This is an optimization exercise on Yosys and OpenROAD, whose aim is small area and a short achievable clock period, not a production implementation. RTL that was checked went through simulation tests only; none was proved equivalent to the original. No driver is modelled on the clock port, so clock power and skew are understated where the tree is cut down; a real chip needs a root buffer or a tree. Power is estimated from default activity; no workload was simulated.

// fifo_module
module fifo_module #(
    parameter WIDTH = 8,
    parameter DEPTH = 16,
    parameter ADDR_WIDTH = 4
) (
    input clk,
    input rst,
    input [WIDTH-1:0] data_in,
    input write_enable,
    input read_enable,
    output reg [WIDTH-1:0] data_out,
    output reg full,
    output reg empty
);
Size: ~330 cells after synthesis, ~22 I/O pins, about 0.0060 mm^2 of cells after synthesis.
Settings: LEC_CHECK=0, CAP_MARGIN=20, CORE_MARGIN=2, CORE_UTILIZATION=60, SETUP_SLACK_MARGIN=2.45, SLEW_MARGIN=20, SYNTH_HIERARCHICAL=1, SYNTH_MINIMUM_KEEP_SIZE=0; clock period 4.0 ns.
standard.sh (not shown) runs the stock make flow with config.mk's settings and CLKGATE_MAP_FILE= SYNTH_SCRIPT=/design/flow/synth_recipe.tcl, a recipe that flattens the netlist after the stock synthesis.
==> flow/flow/run.sh <==
#!/bin/bash
# The standard layout, with four changes: port buffers of a fixed small
# cell, every cell downsized after floorplanning (the repair steps size up
# what needs it), a clock tree built by hand in place of the tool's, and an
# area recovery after the timing repair of global routing.
set -euo pipefail
FLOW_DIR=$(cd "$(dirname "${BASH_SOURCE[0]}")" && pwd)
export BUFFER_PORTS_ARGS="-buffer_cell sky130_fd_sc_hd__buf_2"
export POST_FLOORPLAN_TCL=$FLOW_DIR/downsize.tcl
export PRE_CTS_TCL=$FLOW_DIR/cts_pre.tcl
export PRE_GLOBAL_ROUTE_TCL=$FLOW_DIR/grt_pre.tcl
bash standard.sh > standard.log 2>&1
==> flow/flow/recover.tcl <==
# Area recovery: try each cell at a smaller drive strength, biggest saving
# first, and keep the change when the worst setup slack stays at or above
# what it was, the paths through the cell keep a guard band of slack above
# that (routing changes the parasitics a little) and no max-slew or
# max-capacitance violation appears.
set fm_recover_guard 0.1
proc fm_family_sizes {cell} {
  # cells of the same function as cell, smallest area first
  if {![regexp {^(sky130_fd_sc_hd__[a-z0-9]+)_([0-9]+)$} $cell -> base drive]} { return {} }
  set sizes {}
  foreach lc [get_lib_cells */${base}_*] {
    set name [get_name $lc]
    if {![regexp "^${base}_\[0-9\]+\$" $name]} { continue }
    if {[get_property $lc dont_use]} { continue }
    lappend sizes [list $name [get_property $lc area]]
  }
  return [lsort -real -index 1 $sizes]
}

proc fm_inst_slack {inst} {
  set w 1e9
  foreach pin [get_pins -of_objects $inst] {
    foreach s [get_property $pin slack_max] {
      if {$s ne "" && $s ne "INF" && $s < $w} { set w $s }
    }
  }
  return $w
}

proc fm_recover_area {} {
  global fm_recover_guard
  set target [expr {[sta::worst_slack -max] - 0.002}]
  set slew0 [sta::max_slew_violation_count]
  set cap0 [sta::max_capacitance_violation_count]
  set cands {}
  foreach inst [get_cells *] {
    set name [get_name $inst]
    # leave the hand-built clock tree alone
    if {[string match clk_l* $name]} { continue }
    set lc [get_lib_cells -quiet -of_objects $inst]
    if {$lc eq "" || $lc eq "NULL"} { continue }
    set cell [get_name $lc]
    set area [get_property $lc area]
    set smaller {}
    foreach s [fm_family_sizes $cell] {
      if {[lindex $s 1] < $area} { lappend smaller $s }
    }
    if {[llength $smaller] == 0} { continue }
    lappend cands [list $inst $cell [expr {$area - [lindex $smaller 0 1]}] $smaller]
  }
  set saved 0.0
  set n 0
  foreach c [lsort -real -decreasing -index 2 $cands] {
    lassign $c inst cell gain smaller
    set area [get_property [get_lib_cells */$cell] area]
    foreach s $smaller {
      replace_cell $inst [get_lib_cells */[lindex $s 0]]
      if {[sta::worst_slack -max] >= $target
          && [fm_inst_slack $inst] >= $target + $fm_recover_guard
          && [sta::max_slew_violation_count] <= $slew0
          && [sta::max_capacitance_violation_count] <= $cap0} {
        set saved [expr {$saved + $area - [lindex $s 1]}]
        incr n
        break
      }
      replace_cell $inst [get_lib_cells */$cell]
    }
  }
  puts [format "fm_recover_area: %d cells downsized, %.1f um2 saved, worst slack %.3f (target %.3f)" \
    $n $saved [sta::worst_slack -max] $target]
}
Other scripts of this flow, unchanged in this note and not shown: flow/flow/cts_pre.tcl, flow/flow/downsize.tcl, flow/flow/grt_pre.tcl, flow/flow/manual_cts.tcl
The first run never finished: it broke off in global routing.
Then changed:
--- a/flow/flow/recover.tcl
+++ b/flow/flow/recover.tcl
@@ -5,3 +5,3 @@
 # max-capacitance violation appears.
-set fm_recover_guard 0.1
+set ::fm_recover_guard 0.1
 proc fm_family_sizes {cell} {
--- a/flow/config.mk
+++ b/flow/config.mk
@@ -10,3 +10,3 @@
 export CORE_UTILIZATION = 60
-export SETUP_SLACK_MARGIN = 2.45
+export SETUP_SLACK_MARGIN = 2.55
 export SLEW_MARGIN = 20
With this change the flow finished with timing, DRC and antenna clean.
Synthesized cell count stays the same.
Area after synthesis stays the same.
Then changed:
--- a/flow/flow/recover.tcl
+++ b/flow/flow/recover.tcl
@@ -2,6 +2,3 @@
 # first, and keep the change when the worst setup slack stays at or above
-# what it was, the paths through the cell keep a guard band of slack above
-# that (routing changes the parasitics a little) and no max-slew or
-# max-capacitance violation appears.
-set ::fm_recover_guard 0.1
+# what it was and no max-slew or max-capacitance violation appears.
 proc fm_family_sizes {cell} {
@@ -19,14 +16,3 @@
 
-proc fm_inst_slack {inst} {
-  set w 1e9
-  foreach pin [get_pins -of_objects $inst] {
-    foreach s [get_property $pin slack_max] {
-      if {$s ne "" && $s ne "INF" && $s < $w} { set w $s }
-    }
-  }
-  return $w
-}
-
 proc fm_recover_area {} {
-  global fm_recover_guard
   set target [expr {[sta::worst_slack -max] - 0.002}]
@@ -58,3 +44,2 @@
       if {[sta::worst_slack -max] >= $target
-          && [fm_inst_slack $inst] >= $target + $fm_recover_guard
           && [sta::max_slew_violation_count] <= $slew0
--- a/flow/config.mk
+++ b/flow/config.mk
@@ -10,3 +10,3 @@
 export CORE_UTILIZATION = 60
-export SETUP_SLACK_MARGIN = 2.55
+export SETUP_SLACK_MARGIN = 2.45
 export SLEW_MARGIN = 20
=> Via count drops by 3.2%; die area does not change; routed wire length decreases by 2.6%; core utilization drops by 2.4 points.
The clock cells of the second and third runs of this note come from the design's own scripts or RTL, not from TritonCTS.

========
rev 12:
fifo_module again, from the RTL that the note above started with.
Settings: LEC_CHECK=0, CAP_MARGIN=20, CORE_MARGIN=2, CORE_UTILIZATION=60, SETUP_SLACK_MARGIN=2.45, SLEW_MARGIN=20, SYNTH_HIERARCHICAL=1, SYNTH_MINIMUM_KEEP_SIZE=0, TNS_END_PERCENT=30; clock period 4.0 ns.
==> flow/flow/run.sh <==
#!/bin/bash
# The standard layout, with three changes: port buffers of a fixed small
# cell, every cell downsized after floorplanning (the repair steps size up
# what needs it), and a clock tree built by hand in place of the tool's.
set -euo pipefail
FLOW_DIR=$(cd "$(dirname "${BASH_SOURCE[0]}")" && pwd)
export BUFFER_PORTS_ARGS="-buffer_cell sky130_fd_sc_hd__buf_2"
export POST_FLOORPLAN_TCL=$FLOW_DIR/downsize.tcl
export PRE_CTS_TCL=$FLOW_DIR/cts_pre.tcl
bash standard.sh > standard.log 2>&1
==> flow/flow/cts_pre.tcl <==
# Build the clock tree by hand (see manual_cts.tcl) and skip the tool's own:
# the clock port drives four inverters, each driving two inverters that
# drive the flip-flops.
source [file join [file dirname [info script]] manual_cts.tcl]
fm_manual_cts2 {{4 sky130_fd_sc_hd__clkinv_2} {8 sky130_fd_sc_hd__clkinv_4}}
proc clock_tree_synthesis {args} { puts "clock_tree_synthesis skipped: tree built by hand" }
# The tool would clone each clock inverter next to every flip-flop it drives.
proc repair_clock_inverters {args} { puts "repair_clock_inverters skipped: tree built by hand" }
Other scripts of this flow, unchanged in this note and not shown: flow/flow/downsize.tcl, flow/flow/manual_cts.tcl
Changes in rev 13 relative to rev 12:
- a deleted TNS_END_PERCENT that had been 30
diff --git a/flow/flow/cts_pre.tcl b/flow/flow/cts_pre.tcl
--- a/flow/flow/cts_pre.tcl
+++ b/flow/flow/cts_pre.tcl
@@ -2 +2 @@
-# the clock port drives four inverters, each driving two inverters that
+# the clock port drives four inverters, each driving one inverter that
@@ -5 +5 @@
-fm_manual_cts2 {{4 sky130_fd_sc_hd__clkinv_2} {8 sky130_fd_sc_hd__clkinv_4}}
+fm_manual_cts2 {{4 sky130_fd_sc_hd__inv_4} {4 sky130_fd_sc_hd__inv_16}}
### Flow results
Changes observed in rev 13 relative to rev 12: core utilization moved up, worst endpoint required time moved down, total power moved up, synthesis-to-finish area growth moved up.
In every run of this note, the design's own scripts or RTL, not TritonCTS, make the clock network.

========
Another version of the RTL of fifo_module (not shown whole).
Size: about 150 flip-flops, ~22 I/O pins, about 6200 um^2 of cells after synthesis.
clock: 4.0 ns
lec_check: 0
cap_margin: 20
core_margin: 2
core_utilization: 60
setup_slack_margin: 2.62
slew_margin: 20
synth_hierarchical: 1
synth_minimum_keep_size: 0
Scripts as last shown in full above: flow/flow/run.sh
Other scripts of this flow, unchanged in this note and not shown: flow/flow/cts_pre.tcl, flow/flow/downsize.tcl, flow/flow/manual_cts.tcl
The first run produced a clean layout.
Change:
SETUP_SLACK_MARGIN = 2.55   (was 2.62)
=>
- via count is higher slightly
- register-to-register slack is about the same
- global-route usage grows by 0.31 points
- combinational power drops by a little under a tenth
- final area is lower slightly
- critical path depth is unchanged
- synthesized area stays the same
- worst setup slack improved by 0.033 ns
- clock power is about the same
- core utilization falls by 0.61 points
No run of this note included a check of the RTL's function; only the layout flow was run. No run of this note takes its clock network from TritonCTS; it comes from the design's own scripts or RTL.

========
== run E ==
fifo_module, a different RTL version from the one above (not shown whole).
Size: about 370 cells after synthesis, about 22 I/O pins.
clock: 4.0 ns
lec_check: 0
cap_margin: 20
core_margin: 2
core_utilization: 60
setup_slack_margin: 2.45
slew_margin: 20
synth_hierarchical: 1
synth_minimum_keep_size: 0
Scripts as last shown in full above: flow/flow/run.sh
Other scripts of this flow, unchanged in this note and not shown: flow/flow/cts_pre.tcl, flow/flow/downsize.tcl, flow/flow/manual_cts.tcl
Changes in run D relative to run E:
Settings: swapping 2.45 for 2.55 in SETUP_SLACK_MARGIN.
Notes after the runs:
Final routed wirelength across all metal layers delta (run D -> run E): insignificant. The estimated power of run D ends up higher than the estimate for run E. Run D vs. run E: worst max-slew margin expressed relative to the limit now sits higher; overall via count from detail_route now sits at about the same level; worst hold slack picked up an extra 0.0070 ns. Run comparison: run D start point of the critical path full_q; run E start point of the critical path write_enable.
No run of this note included a check of the RTL's function; only the layout flow was run. No run of this note takes its clock network from TritonCTS; it comes from the design's own scripts or RTL.

re-timing with driven ports:
Ports are ideal in the flow. The routed layouts listed here were re-timed in OpenROAD.
Step 1 assumes that a clkbuf_16 drives the clock port and a buf_2 every other input.
Step 2 also shifts input and output timing later by t, the mid clock arrival at the registers, as if the neighbouring blocks saw the same clock.
a / b / c = ideal / step 1 / step 2; a / b = the first two.
| run | t (ns) | setup slack, ns | worst slew at a driven data input, ns | cell pins on the clock port's net |
|---|---|---|---|---|
| the second run of note 1 | 0.289 | 2.448 / 2.436 / 2.222 | 0.08 | 4 |
| the third run of note 1 | 0.283 | 2.405 / 2.382 / 2.145 | 0.05 | 4 |
| rev 12 | 0.284 | 2.439 / 2.384 / 2.177 | 0.05 | 4 |
| rev 13 | 0.235 | 2.440 / 2.404 / 2.236 | 0.06 | 4 |
| the first run of note 3 | 0.226 | 2.502 / 2.492 / 2.303 | 0.06 | 4 |
| the second run of note 3 | 0.227 | 2.535 / 2.501 / 2.290 | 0.12 | 4 |
| run E | 0.288 | 2.463 / 2.396 / 2.152 | 0.09 | 4 |
| run D | 0.284 | 2.478 / 2.407 / 2.191 | 0.13 | 4 |
After both steps every run listed still meets setup and hold. For run E, which loses most, drivers alone change the setup slack by -0.067 ns; drivers and shift together by -0.311 ns.
